From an optimization exercise on the open Yosys and OpenROAD flow, aimed at small area; shortcuts taken in it are not production practice.
RTL that was checked went through simulation tests only; none was proved equivalent to the original.

Setup of the previous run:
==> flow/design.v <==
module debouncer(
  input clk,
  input PB,              
  output reg PB_state,   
  output PB_state_nx,    
  output PB_fall         
);
  reg PB_sync_0;
  always @(posedge clk) PB_sync_0 <= PB;
  reg PB_sync_1;
  always @(posedge clk) PB_sync_1 <= PB_sync_0;
  wire run = PB_state ^ PB_sync_1;    
  wire term;
  lfsr_cnt16 CNT(clk, run, term);
  assign PB_state_nx = term ? PB_sync_1 : PB_state;
  assign PB_fall = PB_state & ~PB_sync_1 & term;
  always @(posedge clk) PB_state <= PB_state_nx;
endmodule
module lfsr_cnt16(
  input clk,
  input en,
  output term
);
  localparam [15:0] P = 16'haaaa;         
  localparam [15:0] S0 = 16'haaaa;        
  localparam [15:0] T = 16'h5555;         
  reg  [15:0] r;
  wire [15:0] t = r ^ P;
  wire z15 = ~|t[14:0];
  wire fb = t[15] ^ t[14] ^ t[12] ^ t[3] ^ z15;
  wire [15:0] tn = {t[14:0], fb};
  always @(posedge clk) r <= en ? (tn ^ P) : 16'h0000;
  assign term = (t == T);
endmodule
module counter4_up(
  input clk,
  input rst,
  input en,
  output reg [3:0] cnt_n
);
  always @(posedge clk)
  if (rst)
    cnt_n <= 4'hf;
  else if (en)
    cnt_n <= cnt_n - 1'b1;
endmodule
module hex_to_sseg_case(
  input [3:0] hex_n,
  output reg [7:0] sseg );
  always @*
  begin
    case(~hex_n)
      4'b0000: sseg = 8'b1100_0000;  
      4'b0001: sseg = 8'b1111_1001;  
      4'b0010: sseg = 8'b1010_0100;  
      4'b0011: sseg = 8'b1011_0000;  
      4'b0100: sseg = 8'b1001_1001;  
      4'b0101: sseg = 8'b1001_0010;  
      4'b0110: sseg = 8'b1000_0010;  
      4'b0111: sseg = 8'b1111_1000;  
      4'b1000: sseg = 8'b1000_0000;  
      4'b1001: sseg = 8'b1001_0000;  
      4'b1010: sseg = 8'b1000_1000;  
      4'b1011: sseg = 8'b1000_0011;  
      4'b1100: sseg = 8'b1100_0110;  
      4'b1101: sseg = 8'b1010_0001;  
      4'b1110: sseg = 8'b1000_0110;  
      default: sseg = 8'b1000_1110;  
    endcase
  end
endmodule
module mux_sseg_4dig(
  input wire clk, reset,
  input [3:0] dig3, dig2, dig1, dig0,    
  output reg [3:0] en_dig,
  output [7:0] sseg
  );
  wire wrap;
  lfsr_cnt16 LOW(clk, ~reset, wrap);
  reg [1:0] k;
  always @(posedge clk)
  if (reset)
    k <= 2'd0;
  else if (wrap)
    k <= k + 1'b1;
  reg [3:0] dsel;
  always @*
  case (k)
    2'b00: begin en_dig = 4'b1110; dsel = dig0; end
    2'b01: begin en_dig = 4'b1101; dsel = dig1; end
    2'b10: begin en_dig = 4'b1011; dsel = dig2; end
    default: begin en_dig = 4'b0111; dsel = dig3; end
  endcase
  hex_to_sseg_case DEC(dsel, sseg);
endmodule
module tes_mux_sseg_counter4_up(
  input clk,
  input [3:0] btn,
  input reset,
  output [3:0] led,
  output [7:0] sseg,
  output [3:0] en_dig
);
  wire [3:0] cnt0_n, cnt1_n, cnt2_n, cnt3_n;
  wire [3:0] dbtn;
  wire [3:0] dbtn_nx;
  wire [3:0] dbtn_fall;
  wire dreset;
  wire dreset_nx;
  wire dreset_fall;
  debouncer DB0( clk, btn[0], dbtn[0], dbtn_nx[0], dbtn_fall[0] );
  debouncer DB1( clk, btn[1], dbtn[1], dbtn_nx[1], dbtn_fall[1] );
  debouncer DB2( clk, btn[2], dbtn[2], dbtn_nx[2], dbtn_fall[2] );
  debouncer DB3( clk, btn[3], dbtn[3], dbtn_nx[3], dbtn_fall[3] );
  debouncer DBr( clk, reset, dreset, dreset_nx, dreset_fall );
  wire clr = ~dreset | ~dreset_nx;
  counter4_up CNT0( clk, clr, dbtn_fall[0], cnt0_n );
  counter4_up CNT1( clk, clr, dbtn_fall[1], cnt1_n );
  counter4_up CNT2( clk, clr, dbtn_fall[2], cnt2_n );
  counter4_up CNT3( clk, clr, dbtn_fall[3], cnt3_n );
  assign led = cnt0_n;  
  mux_sseg_4dig MUXSSEG( clk, clr, cnt3_n, cnt2_n, cnt1_n, cnt0_n, en_dig, sseg);
endmodule
clock: 10.0 ns
lec_check: 0
cap_margin: 20
core_margin: 2
core_utilization: 70
place_density: 0.8
slew_margin: 20
standard.sh (not shown) runs the stock make flow with config.mk's settings and CLKGATE_MAP_FILE= SYNTH_SCRIPT=/design/flow/synth_recipe.tcl, a recipe that flattens the netlist after the stock synthesis.
==> flow/flow/run.sh <==
#!/bin/bash
# Standard ORFS layout (the standard.sh, standard synthesis), with two
# changes: clock tree synthesis without dummy loads, and minimum-size
# buffers on the ports.  Tool output goes to the logs under orfs/logs and
# to standard.log here.
set -euo pipefail
CTS="-sink_clustering_enable -repair_clock_nets -dont_use_dummy_load -buf_list sky130_fd_sc_hd__clkbuf_4"
bash standard.sh "CTS_ARGS=$CTS" "BUFFER_PORTS_ARGS=-buffer_cell sky130_fd_sc_hd__buf_1" finish > standard.log 2>&1
> inputs changed (the previous run -> the current run)
-- flow/design.v --
<<< the previous run, line 14
  lfsr_cnt16 CNT(clk, run, term);
  assign PB_state_nx = term ? PB_sync_1 : PB_state;
  assign PB_fall = PB_state & ~PB_sync_1 & term;
  always @(posedge clk) PB_state <= PB_state_nx;
endmodule
>>> the current run, line 14
  lfsr_cnt16 CNT(clk, run, term);
  assign PB_state_nx = term ? PB_sync_1 : PB_state;
  assign PB_fall = (term & ~PB_sync_1) & PB_state;
  always @(posedge clk) PB_state <= PB_state_nx;
endmodule
<<< the previous run, line 22
  output term
);
  localparam [15:0] P = 16'haaaa;         
  localparam [15:0] S0 = 16'haaaa;        
  localparam [15:0] T = 16'h5555;         
  reg  [15:0] r;
  wire [15:0] t = r ^ P;
  wire z15 = ~|t[14:0];
  wire fb = t[15] ^ t[14] ^ t[12] ^ t[3] ^ z15;
  wire [15:0] tn = {t[14:0], fb};
  always @(posedge clk) r <= en ? (tn ^ P) : 16'h0000;
  assign term = (t == T);
endmodule
module counter4_up(
>>> the current run, line 22
  output term
);
  reg [15:0] r;
  wire ev = ((r[0] & r[2]) & (r[4] & r[6])) & ((r[8] & r[10]) & (r[12] & r[14]));
  wire z15 = ev & ~(((r[1] | r[3]) | (r[5] | r[7])) | ((r[9] | r[11]) | r[13]));
  assign term = ev & (((r[1] & r[3]) & (r[5] & r[7])) & ((r[9] & r[11]) & r[13])) & ~r[15];
  wire fb = ((r[15] ^ r[12]) ^ (r[14] ^ r[3])) ^ z15;
  always @(posedge clk) begin
    r[0] <= en & ~fb;
    r[15:1] <= en ? ~r[14:0] : 15'd0;
  end
endmodule
module counter4_up(
<<< the previous run, line 39
  output reg [3:0] cnt_n
);
  always @(posedge clk)
  if (rst)
    cnt_n <= 4'hf;
  else if (en)
    cnt_n <= cnt_n - 1'b1;
endmodule
module hex_to_sseg_case(
  input [3:0] hex_n,
  output reg [7:0] sseg );
  always @*
  begin
    case(~hex_n)
      4'b0000: sseg = 8'b1100_0000;  
      4'b0001: sseg = 8'b1111_1001;  
>>> the current run, line 38
  output reg [3:0] cnt_n
);
  wire c1 = en & ~cnt_n[0];
  wire c2 = c1 & ~cnt_n[1];
  wire c3 = c2 & ~cnt_n[2];
  always @(posedge clk)
    cnt_n <= {rst | (cnt_n[3] ^ c3), rst | (cnt_n[2] ^ c2),
              rst | (cnt_n[1] ^ c1), rst | (cnt_n[0] ^ en)};
endmodule
module hex_to_sseg_case(
  input [3:0] hex,
  output reg [7:0] sseg );
  always @*
  begin
    case(hex)
      4'b0000: sseg = 8'b1100_0000;  
      4'b0001: sseg = 8'b1111_1001;  
<<< the previous run, line 72
module mux_sseg_4dig(
  input wire clk, reset,
  input [3:0] dig3, dig2, dig1, dig0,    
  output reg [3:0] en_dig,
  output [7:0] sseg
  );
>>> the current run, line 72
module mux_sseg_4dig(
  input wire clk, reset,
  input [3:0] dig3_n, dig2_n, dig1_n, dig0_n,
  output [3:0] en_dig,
  output [7:0] sseg
  );
<<< the previous run, line 80
  reg [1:0] k;
  always @(posedge clk)
  if (reset)
    k <= 2'd0;
  else if (wrap)
    k <= k + 1'b1;
  reg [3:0] dsel;
  always @*
  case (k)
    2'b00: begin en_dig = 4'b1110; dsel = dig0; end
    2'b01: begin en_dig = 4'b1101; dsel = dig1; end
    2'b10: begin en_dig = 4'b1011; dsel = dig2; end
    default: begin en_dig = 4'b0111; dsel = dig3; end
  endcase
  hex_to_sseg_case DEC(dsel, sseg);
endmodule
module tes_mux_sseg_counter4_up(
>>> the current run, line 80
  reg [1:0] k;
  always @(posedge clk)
    k <= {~reset & (k[1] ^ (wrap & k[0])), ~reset & (k[0] ^ wrap)};
  assign en_dig = {~(k[1] & k[0]), ~(k[1] & ~k[0]), ~(~k[1] & k[0]), ~(~k[1] & ~k[0])};
  wire [3:0] dsel_n = k[1] ? (k[0] ? dig3_n : dig2_n) : (k[0] ? dig1_n : dig0_n);
  hex_to_sseg_case DEC(~dsel_n, sseg);
endmodule
module tes_mux_sseg_counter4_up(
--- outcome ---
Number of tap cells inserted shrinks by a few percent when moving from the previous run to the current run.
Utilization the previous run -> the current run: up
Measured against the current run, the wire length of the previous run comes out at 1.12 times the reference value.
Compared with the previous run, the current run shows a post-route minimum period that is 0.11 ns lower.
When the current run is measured against the previous run, its share of the clock period used by the worst path after layout turns out 1.1 points lower.
NOTE placed cell count the previous run->the current run decreased by a few percent
NOTE via count the previous run->the current run decreased by a little under 10%
Going from the previous run to the current run, synthesized net count shrinks by about 8%.
Taking the previous run as the reference, in the current run worst setup margin shows an increase of 0.11 ns, width of the die shows a reduction of 1.8 µm, simple-gate portion of the synthesized area shows a reduction of 0.82 points, initial core utilization shows an increase of 0.93 points, maximum number of pins on one net before global-route repair shows a reduction of 1.
No functional check of the RTL was part of the previous run.

-- separate check: timing with driven ports --
The results above use ideal ports. As a check the final layouts listed here were re-extracted and re-timed, cells and wires unchanged.
Step 1 (the two cells are an assumption about what drives the block):
set clk [get_ports {clk}]
set_driving_cell -lib_cell sky130_fd_sc_hd__clkbuf_16 $clk
set_driving_cell -lib_cell sky130_fd_sc_hd__buf_2 [delete_from_list [all_inputs] $clk]
Step 2 adds t to the input delays and takes it off the output delays; t is the mean of the earliest and latest rising clock arrival at the registers after step 1. Input paths then give back, and output paths get back, about the clock's delay inside the block.
Three values: no drivers, after step 1, after step 2; two values: the first two.
run | t (ns) | setup WS [ns] | slew at the worst register clock pin (ns)
the previous run | 0.497 | 5.070 / 5.041 / 5.538 | 0.11 / 0.11
the current run | 0.504 | 5.177 / 5.149 / 5.653 | 0.11 / 0.11
After both steps every run listed still meets setup and hold.
